What follows belongs to an exercise in optimizing a design on an open flow for small area; a production flow would make more cautious choices.
Function was checked by simulation only, so behaviour that the tests miss may differ from the original.
Power and IR drop assume default switching activity. The flow treats the clock pin as an ideal source, which a real chip does not have.

== the previous run ==
==> flow/design.v (excerpt) <==
module cnn_top #(
    parameter int DATA_WIDTH = 8,
    parameter int OUT_WIDTH  = 32,
    parameter int IMG_WIDTH  = 28
)(
    input  logic                   clk,
    input  logic                   rst_n,
    input  logic [DATA_WIDTH-1:0]  s_axis_tdata,
    input  logic                   s_axis_tvalid,
    output logic                   s_axis_tready,
    output logic [OUT_WIDTH-1:0]   m_axis_tdata,
    output logic                   m_axis_tvalid,
    input  logic                   m_axis_tready,
    output logic                   m_axis_tlast
);
    localparam int DEPTH = 2*IMG_WIDTH;
    logic                              win_ready;
    logic [DEPTH-1:0][DATA_WIDTH-1:0]  hist;
    logic [11:0]                       result;
    assign s_axis_tready = 1'b1;
    assign m_axis_tlast  = 1'b0;
    sliding_window #(
        .DATA_WIDTH(DATA_WIDTH),
        .IMG_WIDTH(IMG_WIDTH),
        .DEPTH(DEPTH)
    ) u_sliding_window (
        .clk(clk),
        .rst_n(rst_n),
        .i_valid(s_axis_tvalid),
        .i_data(s_axis_tdata),
        .o_ready(win_ready),
        .o_hist(hist)
    );
    conv_mac #(
        .DATA_WIDTH(DATA_WIDTH),
        .IMG_WIDTH(IMG_WIDTH),
        .DEPTH(DEPTH)
    ) u_conv_mac (
        .clk(clk),
        .rst_n(rst_n),
        .i_beat(s_axis_tvalid),
        .i_valid(s_axis_tvalid & win_ready),
        .i_px(s_axis_tdata),
        .i_hist(hist),
        .o_valid(m_axis_tvalid),
        .o_result(result)
    );
    assign m_axis_tdata = {{(OUT_WIDTH-12){result[11]}}, result};
endmodule
Size in the first run: about 490 flip-flops, roughly 47 I/O pins, ~16000 sq um of cells after synthesis.
export LEC_CHECK = 0
export CAP_MARGIN = 20
export CORE_MARGIN = 2
export CORE_UTILIZATION = 70
export CTS_BUF_LIST = sky130_fd_sc_hd__clkbuf_8
export CTS_CLUSTER_DIAMETER = 50
export CTS_CLUSTER_SIZE = 20
export SLEW_MARGIN = 20
create_clock -name core_clock -period 5.5 [get_ports {clk}]
standard.sh (not shown) runs the stock make flow with config.mk's settings and CLKGATE_MAP_FILE= SYNTH_SCRIPT=/design/flow/synth_recipe.tcl, a recipe that flattens the netlist after the stock synthesis.
==> flow/flow/run.sh <==
#!/bin/bash
# Standard layout (standard.sh: the ORFS flow, synthesis unchanged), with
# clock tree synthesis told not to add dummy loads.
set -euo pipefail
export CTS_ARGS="-sink_clustering_enable -repair_clock_nets -buf_list sky130_fd_sc_hd__clkbuf_8 -sink_clustering_size 20 -sink_clustering_max_diameter 50 -dont_use_dummy_load"
bash standard.sh > standard.log 2>&1
The previous run: PASS, flow complete, no timing, DRC or antenna violations
Changes in the current run relative to the previous run:
==> flow/flow/run.sh <==
#!/bin/bash
# Standard layout (standard.sh: the ORFS flow, synthesis unchanged), with
# clock tree synthesis told not to add dummy loads and the smallest buffer on
# the ports.
set -euo pipefail
export CTS_ARGS="-sink_clustering_enable -repair_clock_nets -buf_list sky130_fd_sc_hd__clkbuf_16 -sink_clustering_size 38 -sink_clustering_max_diameter 60 -dont_use_dummy_load"
export BUFFER_PORTS_ARGS="-buffer_cell sky130_fd_sc_hd__buf_1"
bash standard.sh > standard.log 2>&1
diff --git a/flow/config.mk b/flow/config.mk
--- a/flow/config.mk
+++ b/flow/config.mk
@@ -11,3 +11,3 @@
-export CTS_BUF_LIST = sky130_fd_sc_hd__clkbuf_8
-export CTS_CLUSTER_DIAMETER = 50
-export CTS_CLUSTER_SIZE = 20
+export CTS_BUF_LIST = sky130_fd_sc_hd__clkbuf_16
+export CTS_CLUSTER_DIAMETER = 60
+export CTS_CLUSTER_SIZE = 38
Notes after the runs:
Diff the current run..the previous run | cell depth of the worst min-delay path | unchanged
The previous run has a higher total vias in the final route than the current run.
The current run against the previous run; net count reported at finish is down slightly.
When the final numbers for the previous run and the current run were put side by side, the routed length on met1 turned out to be smaller in the current run.
The current run — later-pin clock latency in the skew report 0.04 ns higher, the previous run as reference

cnn_top, a different RTL version from the one above (not shown whole).
For scale: ~47 I/O pins, about 0.016 mm2 of cells after synthesis.
export LEC_CHECK = 0
export CAP_MARGIN = 0
export CORE_MARGIN = 2
export CORE_UTILIZATION = 70
export CTS_BUF_LIST = sky130_fd_sc_hd__clkbuf_16
export CTS_CLUSTER_DIAMETER = 70
export CTS_CLUSTER_SIZE = 36
export SLEW_MARGIN = 0
export SYNTH_HIERARCHICAL = 1
export SYNTH_MINIMUM_KEEP_SIZE = 0
create_clock -name core_clock -period 5.5 [get_ports {clk}]
==> flow/flow/run.sh <==
#!/bin/bash
# Standard layout (standard.sh: the ORFS flow, synthesis unchanged), with
# clock tree synthesis told not to add dummy loads and to use a small buffer
# at the root of the clock tree, and the smallest buffer on
# the ports.
set -euo pipefail
export CTS_ARGS="-sink_clustering_enable -repair_clock_nets -buf_list sky130_fd_sc_hd__clkbuf_16 -sink_clustering_size 36 -sink_clustering_max_diameter 70 -dont_use_dummy_load -root_buf sky130_fd_sc_hd__clkbuf_4"
export BUFFER_PORTS_ARGS="-buffer_cell sky130_fd_sc_hd__buf_1"
bash standard.sh > standard.log 2>&1
The first run finished clean.
==> next run, changes <==
==> flow/flow/run.sh (replaced) <==
#!/bin/bash
# Standard layout (standard.sh: the ORFS flow, synthesis unchanged), with
# clock tree synthesis told not to add dummy loads and to use a small buffer
# at the root of the clock tree, and the smallest buffer on
# the ports.
set -euo pipefail
export CTS_ARGS="-sink_clustering_enable -repair_clock_nets -buf_list sky130_fd_sc_hd__clkbuf_16 -sink_clustering_size 36 -sink_clustering_max_diameter 70 -dont_use_dummy_load -root_buf sky130_fd_sc_hd__clkbuf_2"
export BUFFER_PORTS_ARGS="-buffer_cell sky130_fd_sc_hd__buf_1"
bash standard.sh > standard.log 2>&1
- CAP_MARGIN: 0 -> 20
- SLEW_MARGIN: 0 -> 20
After rerunning:
- The changed run passed the timing, DRC and antenna checks
- design area barely changes
- register-to-register slack gains 0.03 ns
- via count goes down slightly
==> next run, changes <==
==> flow/flow/run.sh (replaced) <==
#!/bin/bash
# Standard layout (standard.sh: the ORFS flow, synthesis unchanged), with
# clock tree synthesis told not to add dummy loads and to use a small buffer
# at the root of the clock tree, and the smallest buffer on
# the ports.
set -euo pipefail
export CTS_ARGS="-sink_clustering_enable -repair_clock_nets -buf_list sky130_fd_sc_hd__clkbuf_16 -sink_clustering_size 36 -sink_clustering_max_diameter 50 -dont_use_dummy_load -root_buf sky130_fd_sc_hd__clkbuf_4"
export BUFFER_PORTS_ARGS="-buffer_cell sky130_fd_sc_hd__buf_1"
bash standard.sh > standard.log 2>&1
- CTS_CLUSTER_DIAMETER: 70 -> 50
Effect: Combinational power went down slightly; sequential power barely changes; wire length came out higher by a few percent; core utilization grows by 1.8 points; power is higher by roughly a tenth; clock-buffer cell count goes up by 18; area after synthesis does not change; critical path depth rose by 1; die area does not change.
==> next run, changes <==
==> flow/flow/run.sh (replaced) <==
#!/bin/bash
# Standard layout (standard.sh: the ORFS flow, synthesis unchanged), with
# clock tree synthesis told not to add dummy loads and to use a small buffer
# at the root of the clock tree, and the smallest buffer on
# the ports.
set -euo pipefail
export CTS_ARGS="-sink_clustering_enable -repair_clock_nets -buf_list sky130_fd_sc_hd__clkbuf_16 -sink_clustering_size 36 -sink_clustering_max_diameter 70 -dont_use_dummy_load -root_buf sky130_fd_sc_hd__clkbuf_4"
export BUFFER_PORTS_ARGS="-buffer_cell sky130_fd_sc_hd__buf_1"
bash standard.sh > standard.log 2>&1
- CTS_CLUSTER_DIAMETER: 50 -> 70
What happened:
- The changed run completed with no timing, DRC or antenna violations
- design area is lower by about 2.4%
- die area stays the same
- worst setup slack stays flat
- total power is lower by 8.5%
- area after synthesis is unchanged
- core utilization is lower by 1.8 points

separate check: timing with driven ports:
No port has a modelled driver above. Below, the same layouts with a new extraction and two added sets of constraints.
Step 1, drivers: a clkbuf_16 drives clk and a buf_2 each remaining input, both assumed.
Step 2, shift: input delay + t, output delay - t, t = (earliest + latest rising clock arrival at the registers) / 2. This alone moves slack from input paths to output paths.
Slacks: ideal / step 1 / step 2; pairs: ideal / step 1.
run | t, ns | setup WS [ns] | latest minus earliest clock arrival (ns) | worst register clock-pin slew, ns | worst slew at a driven data input, ns
the previous run | 0.561 | 0.725 / 0.743 / 0.182 | 0.059 / 0.059 | 0.11 / 0.11 | 0.05
the current run | 0.584 | 1.043 / 1.063 / 0.479 | 0.058 / 0.058 | 0.12 / 0.12 | 0.03
the first run of note 2 | 0.740 | 0.135 / 0.154 / -0.586 | 0.069 / 0.068 | 0.12 / 0.12 | 0.04
the second run of note 2 | 0.905 | 0.266 / 0.266 / -0.574 | 0.095 / 0.095 | 0.13 / 0.13 | 0.04
the third run of note 2 | 0.732 | 0.137 / 0.156 / -0.576 | 0.037 / 0.037 | 0.09 / 0.09 | 0.04
the fourth run of note 2 | 0.740 | 0.135 / 0.154 / -0.586 | 0.069 / 0.068 | 0.12 / 0.12 | 0.04
Met with ideal ports but missed after step 2: setup timing in the first run of note 2, the second run of note 2, the third run of note 2 and the fourth run of note 2. For the second run of note 2, which loses most, drivers alone change the setup slack by 0.000 ns; drivers and shift together by -0.840 ns.
